This is an optimization exercise on Yosys and OpenROAD, whose aim is small area, not a production implementation. Function was checked by simulation only, so behaviour that the tests miss may differ from the original. No driver is modelled on the clock port, so clock power and skew are understated where the tree is cut down; a real chip needs a root buffer or a tree.

==> job 9252: inputs <==
## main
module main(
	input logic		_clk, _rst,
	input logic		up, down,
	output logic		hsync, vsync,
	output logic		active,
	output logic		r, g, b
);
	logic clk;
	logic rst;
	assign clk = _clk;
	assign rst = ~_rst;
	localparam MAX_H = 799;
	localparam MAX_V = 524;
	logic [9:0] hp, vp;
	always_ff @(posedge clk, posedge rst)
		if (rst)		hp <= '0;
		else if (hp == MAX_H)	hp <= '0;
		else			hp <= hp + 1'b1;
	always_ff @(posedge clk, posedge rst)
		if (rst)		vp <= '0;
		else if (hp == MAX_H) begin
			if (vp == MAX_V)	vp <= '0;
			else 			vp <= vp + 1'b1;
		end
	wire hblank = hp[9] && (hp[8] || hp[7]);	 
	wire tick = (hp == MAX_H) && (vp == 10'd489);
	assign hsync = (10'd656 <= hp && hp <= 10'd751);
	assign vsync = (10'd490 <= vp && vp <= 10'd491);
	assign active = !hblank && (vp < 10'd480);
	wire [5:0] col = hp[9:4];
	wire [4:0] trow = vp[8:4];
	wire [3:0] py = vp[3:0];
	wire [3:0] px = hp[3:0];
	logic [4:0] ship_y;
	always_ff @(posedge clk, posedge rst)
		if (rst) 				ship_y <= '0;
		else if (!tick)				ship_y <= ship_y;
		else if (~up && (ship_y != '0))		ship_y <= ship_y - 5'd1;
		else if (~down && (ship_y != 5'd29))	ship_y <= ship_y + 5'd1;
	logic [5:0] d;
	always_ff @(posedge clk, posedge rst)
		if (rst)		d <= 6'd43;
		else if (tick)		d <= (d == 6'd0) ? 6'd3 : d - 6'd1;
	wire [1:0] tail_frame = ~d[1:0];
	wire fwd = (px == 4'd15 && !hblank) || tick;
	wire bwd = hblank && (hp[1:0] == 2'b00);
	logic [4:0] obj_row;
	logic [1:0] obj_spr;
	random_byte random_byte(.clk(clk), .rst(rst), .fwd(fwd), .bwd(bwd), .row(obj_row), .spr(obj_spr));
	logic ship_in_coin;
	logic [2:0] taken;
	always_ff @(posedge clk, posedge rst)
		if (rst)		taken <= '0;
  ...
==> flow/config.mk <==
export PLATFORM = sky130hd
export DESIGN_NAME = main
export DESIGN_NICKNAME = main
export VERILOG_FILES = /design/flow/design.v
export SDC_FILE = /design/flow/constraint.sdc
export NUM_CORES = 8
export LEC_CHECK = 0
export CAP_MARGIN = 5
export CORE_MARGIN = 2
export CORE_UTILIZATION = 70
export GPL_TIMING_DRIVEN = 0
export PLACE_DENSITY = 0.8
export SLEW_MARGIN = 5
==> flow/constraint.sdc <==
create_clock -name core_clock -period 40.0 [get_ports {_clk}]
set_input_delay 8.0000 -clock core_clock [delete_from_list [all_inputs] [get_ports {_clk}]]
set_output_delay 8.0000 -clock core_clock [all_outputs]
set_load 0.01 [all_outputs]
standard.sh (not shown) runs the stock make flow with config.mk's settings and CLKGATE_MAP_FILE= SYNTH_SCRIPT=/design/flow/synth_recipe.tcl, a recipe that flattens the netlist after the stock synthesis.
==> flow/flow/run.sh <==
#!/bin/bash
# Own layout flow: the standard flow (standard.sh) with two changes:
#  - synthesis maps the combinational logic with a stronger ABC script
#    (area.abc); registers are mapped before ABC, as in the standard synthesis;
#  - the clock is distributed by cts_own.tcl (a few clock buffers driven by
#    the clock port) instead of ORFS's CTS.
# Each step's output goes to a log file of its own in the work folder.
set -euo pipefail
W=$(pwd)
export OWN_ABC_SCRIPT=$W/flow/area.abc
export OWN_CLOCK_PORT=_clk
export OWN_CLOCK_BUF=${OWN_CLOCK_BUF:-sky130_fd_sc_hd__clkbuf_16}
export OWN_CLOCK_GROUPS=${OWN_CLOCK_GROUPS:-3}
# the platform's don't-use cells, plus the largest buffers, which repair_design
# otherwise picks for the high-fanout reset and select nets
DU=$(bash standard.sh print-DONT_USE_CELLS 2>/dev/null | sed -n 's/^DONT_USE_CELLS: //p')
DU="$DU ${OWN_EXTRA_DONT_USE-sky130_fd_sc_hd__buf_4 sky130_fd_sc_hd__buf_6 sky130_fd_sc_hd__buf_8 sky130_fd_sc_hd__buf_12 sky130_fd_sc_hd__buf_16 sky130_fd_sc_hd__bufbuf_8 sky130_fd_sc_hd__bufbuf_16}"
S=(SYNTH_SCRIPT=$W/flow/own_synth.tcl ADDER_MAP_FILE= "BUFFER_PORTS_ARGS=-buffer_cell sky130_fd_sc_hd__buf_1" "DONT_USE_CELLS=$DU" "MIN_BUF_CELL_AND_PORTS=sky130_fd_sc_hd__buf_1 A X")
bash standard.sh "${S[@]}" place > $W/flow_place.log 2>&1
bash standard.sh "${S[@]}" RUN_SCRIPT=$W/flow/cts_own.tcl RUN_LOG_NAME_STEM=4_1_cts run > $W/flow_cts.log 2>&1
bash standard.sh "${S[@]}" finish > $W/flow_finish.log 2>&1
Other scripts of this flow, unchanged in this note and not shown: flow/flow/area.abc, flow/flow/cts_own.tcl, flow/flow/own_synth.tcl
==> job 8032 (differences from job 9252) <==
--- a/flow/design.v
+++ b/flow/design.v
@@ -2,49 +2,51 @@
 	input  logic       clk,
 	input  logic       rst,
 	input  logic       fwd,
 	input  logic       bwd,
 	output logic [4:0] row,
 	output logic [1:0] spr
 );
-	logic [27:0] w;
-	wire x0 = w[4] ^ w[25];
-	wire x1 = w[0] ^ w[20];
-	wire x2 = w[1] ^ w[11];
-	wire x3 = w[16] ^ x1;
-	wire x4 = w[5] ^ w[15];
-	wire x5 = w[10] ^ x0;
-	wire x6 = w[14] ^ x5;
-	wire x7 = w[18] ^ w[22];
-	wire x8 = w[19] ^ w[27];
-	wire x9 = w[6] ^ x2;
-	wire x10 = w[2] ^ w[23];
-	wire x11 = w[24] ^ x8;
-	wire x12 = w[21] ^ x4;
-	wire x13 = w[8] ^ w[17];
-	wire x14 = x0 ^ x3;
-	wire x15 = w[9] ^ x10;
-	wire x16 = w[21] ^ x7;
-	wire x17 = w[7] ^ w[13];
-	wire x18 = x6 ^ x11;
-	wire x19 = w[26] ^ x9;
-	wire x20 = w[12] ^ x14;
-	assign row[0] = w[4] ^ w[5] ^ w[14] ^ w[18] ^ x11 ^ x15 ^ x17;
+	localparam logic [27:0] W0 = 28'hb6cc389;
+	logic [27:0] x;
+	wire [27:0] w = x ^ W0;
+	wire t0 = w[4] ^ w[25];
+	wire t1 = w[0] ^ w[20];
+	wire t2 = w[1] ^ w[11];
+	wire t3 = w[16] ^ t1;
+	wire t4 = w[5] ^ w[15];
+	wire t5 = w[10] ^ t0;
+	wire t6 = w[14] ^ t5;
+	wire t7 = w[18] ^ w[22];
+	wire t8 = w[19] ^ w[27];
+	wire t9 = w[6] ^ t2;
+	wire t10 = w[2] ^ w[23];
+	wire t11 = w[24] ^ t8;
+	wire t12 = w[21] ^ t4;
+	wire t13 = w[8] ^ w[17];
+	wire t14 = t0 ^ t3;
+	wire t15 = w[9] ^ t10;
+	wire t16 = w[21] ^ t7;
+	wire t17 = w[7] ^ w[13];
+	wire t18 = t6 ^ t11;
+	wire t19 = w[26] ^ t9;
+	wire t20 = w[12] ^ t14;
+	assign row[0] = w[4] ^ w[5] ^ w[14] ^ w[18] ^ t11 ^ t15 ^ t17;
 	assign row[1] = w[0];
-	assign row[2] = w[9] ^ x2 ^ x6 ^ x12;
-	assign row[3] = w[10] ^ w[15] ^ w[19] ^ w[20] ^ x13 ^ x16 ^ x17;
-	assign row[4] = w[6] ^ x10 ^ x16 ^ x20;
-	assign spr[0] = w[2] ^ x7 ^ x9 ^ x18;
-	assign spr[1] = w[8] ^ w[15] ^ w[22] ^ w[24] ^ x1 ^ x15 ^ x19;
-	wire fb_f = x12 ^ x13 ^ x19 ^ x20;
-	wire fb_b = w[3] ^ w[7] ^ w[11] ^ x3 ^ x4 ^ x18;
+	assign row[2] = w[9] ^ t2 ^ t6 ^ t12;
+	assign row[3] = w[10] ^ w[15] ^ w[19] ^ w[20] ^ t13 ^ t16 ^ t17;
+	assign row[4] = w[6] ^ t10 ^ t16 ^ t20;
+	assign spr[0] = w[2] ^ t7 ^ t9 ^ t18;
+	assign spr[1] = w[8] ^ w[15] ^ w[22] ^ w[24] ^ t1 ^ t15 ^ t19;
+	wire fb_f = t12 ^ t13 ^ t19 ^ t20;
+	wire fb_b = w[3] ^ w[7] ^ w[11] ^ t3 ^ t4 ^ t18;
 	always_ff @(posedge clk, posedge rst)
-		if (rst)	w <= 28'hb6cc389;
-		else if (fwd)	w <= {fb_f, w[27:1]};
-		else if (bwd)	w <= {w[26:0], fb_b};
+		if (rst)	x <= '0;
+		else if (fwd)	x <= {fb_f, w[27:1]} ^ W0;
+		else if (bwd)	x <= {w[26:0], fb_b} ^ W0;
 endmodule
 module digits(input [3:0] digit, input [3:0] line, input [3:0] x, output logic pixel);
 	wire x3 = x[3];
 	wire x0 = x[0];
 	wire y3 = line[3];
 	wire d2 = digit[2];
 	wire d1 = digit[1];
@@ -458,30 +460,31 @@
 	wire [3:0] px = hp[3:0];
 	logic [4:0] ship_y;
 	always_ff @(posedge clk, posedge rst)
 		if (rst) 				ship_y <= '0;
 		else if (!tick)				ship_y <= ship_y;
 		else if (~up && (ship_y != '0))		ship_y <= ship_y - 5'd1;
 		else if (~down && (ship_y != 5'd29))	ship_y <= ship_y + 5'd1;
-	logic [5:0] d;
+	logic [5:0] eq;
+	wire [5:0] e = eq ^ 6'd40;
 	always_ff @(posedge clk, posedge rst)
-		if (rst)		d <= 6'd43;
-		else if (tick)		d <= (d == 6'd0) ? 6'd3 : d - 6'd1;
-	wire [1:0] tail_frame = ~d[1:0];
+		if (rst)		eq <= '0;
+		else if (tick)		eq <= ((e == 6'd61) ? 6'd0 : e - 6'd1) ^ 6'd40;
+	wire [1:0] tail_frame = {e[1] ^ e[0], e[0]};
 	wire fwd = (px == 4'd15 && !hblank) || tick;
 	wire bwd = hblank && (hp[1:0] == 2'b00);
 	logic [4:0] obj_row;
 	logic [1:0] obj_spr;
 	random_byte random_byte(.clk(clk), .rst(rst), .fwd(fwd), .bwd(bwd), .row(obj_row), .spr(obj_spr));
 	logic ship_in_coin;
 	logic [2:0] taken;
 	always_ff @(posedge clk, posedge rst)
 		if (rst)		taken <= '0;
 		else if (tick)		taken <= {ship_in_coin, taken[2:1]};
-	wire filled = ({1'b0, col} + 7'd3 >= {1'b0, d}) && !(col < 6'd3 && taken[col[1:0]]);
+	wire filled = (col >= e || e[5:2] == 4'b1111) && !(col < 6'd3 && taken[col[1:0]]);
 	wire coin_now = filled && (obj_row == ship_y) && (obj_spr == 2'b11);
 	wire at_ship = (col == 6'd3);
 	always_ff @(posedge clk, posedge rst)
 		if (rst)		ship_in_coin <= 1'b0;
 		else if (at_ship)	ship_in_coin <= coin_now;
 	logic [3:0] score_0, score_1, score_2, score_3;
 	always_ff @(posedge clk, posedge rst)
==> flow_summary.toml <==
[outcome]
outcome = "no timing/DRC/antenna violations"

[place]
dp.cells = 780

[timing]
hold_slack_ps = 523
finClkSkew_ps = 18.0

[pwr]
ir_drop_uv = 24.7

[finish]
instances_no_fill = 783
reg_top3 = "random_byte.x (28), hp (10), vp (10)"

[logic_synthesis]
synthCells = 671
synth_xor_area_frac = 0.00520
synth_commonest_cells = "nor2_1 (126), clkinv_1 (104), dfrtp_1 (79), nand2_1 (57)"

[worst_setup_path]
rr_worst_depth = 14
critPathLaunch = "vp[2]"

[worst_hold_path]
whs_path_depth = 1
the above is filed under job 8032

==> flow_summary.toml <==
[timing]
hold_slack_ps = 486
finClkSkew_ps = 26.3

[worst_setup_path]
critPathLaunch = "random_byte.w[15]"

[worst_hold_path]
whs_path_depth = 2

[logic_synthesis]
synthCells = 659
synth_xor_area_frac = 0.00175
synth_commonest_cells = "nor2_1 (119), clkinv_1 (118), dfrtp_1 (61), o22ai_1 (49), nand2_1 (48)"

[outcome]
outcome = "no timing/DRC/antenna violations"

[pwr]
ir_drop_uv = 25.5
the above is filed under job 9252

In every run of this note, the design's own scripts or RTL, not TritonCTS, make the clock network.

## afterwards: timing with drivers on the ports
In the flow no input, the clock included, has a driving cell. The finished layouts below were timed again as built, in two steps. Step 1 sets driving cells, clkbuf_16 on the clock port and buf_2 on the other inputs (assumed; they add their load-dependent delay and slew). Step 2, shift: input delay + t, output delay - t, t = (earliest + latest rising clock arrival at the registers) / 2. This alone moves slack from input paths to output paths. Three values: no drivers, after step 1, after step 2; two values: the first two.
run | t, ns | setup WS [ns] | worst setup path after step 2
job 9252 | 0.226 | 27.761 / 27.693 / 27.919 | register to output
job 8032 | 0.231 | 27.096 / 27.027 / 27.258 | register to output
After both steps setup and hold are still met in every run listed.
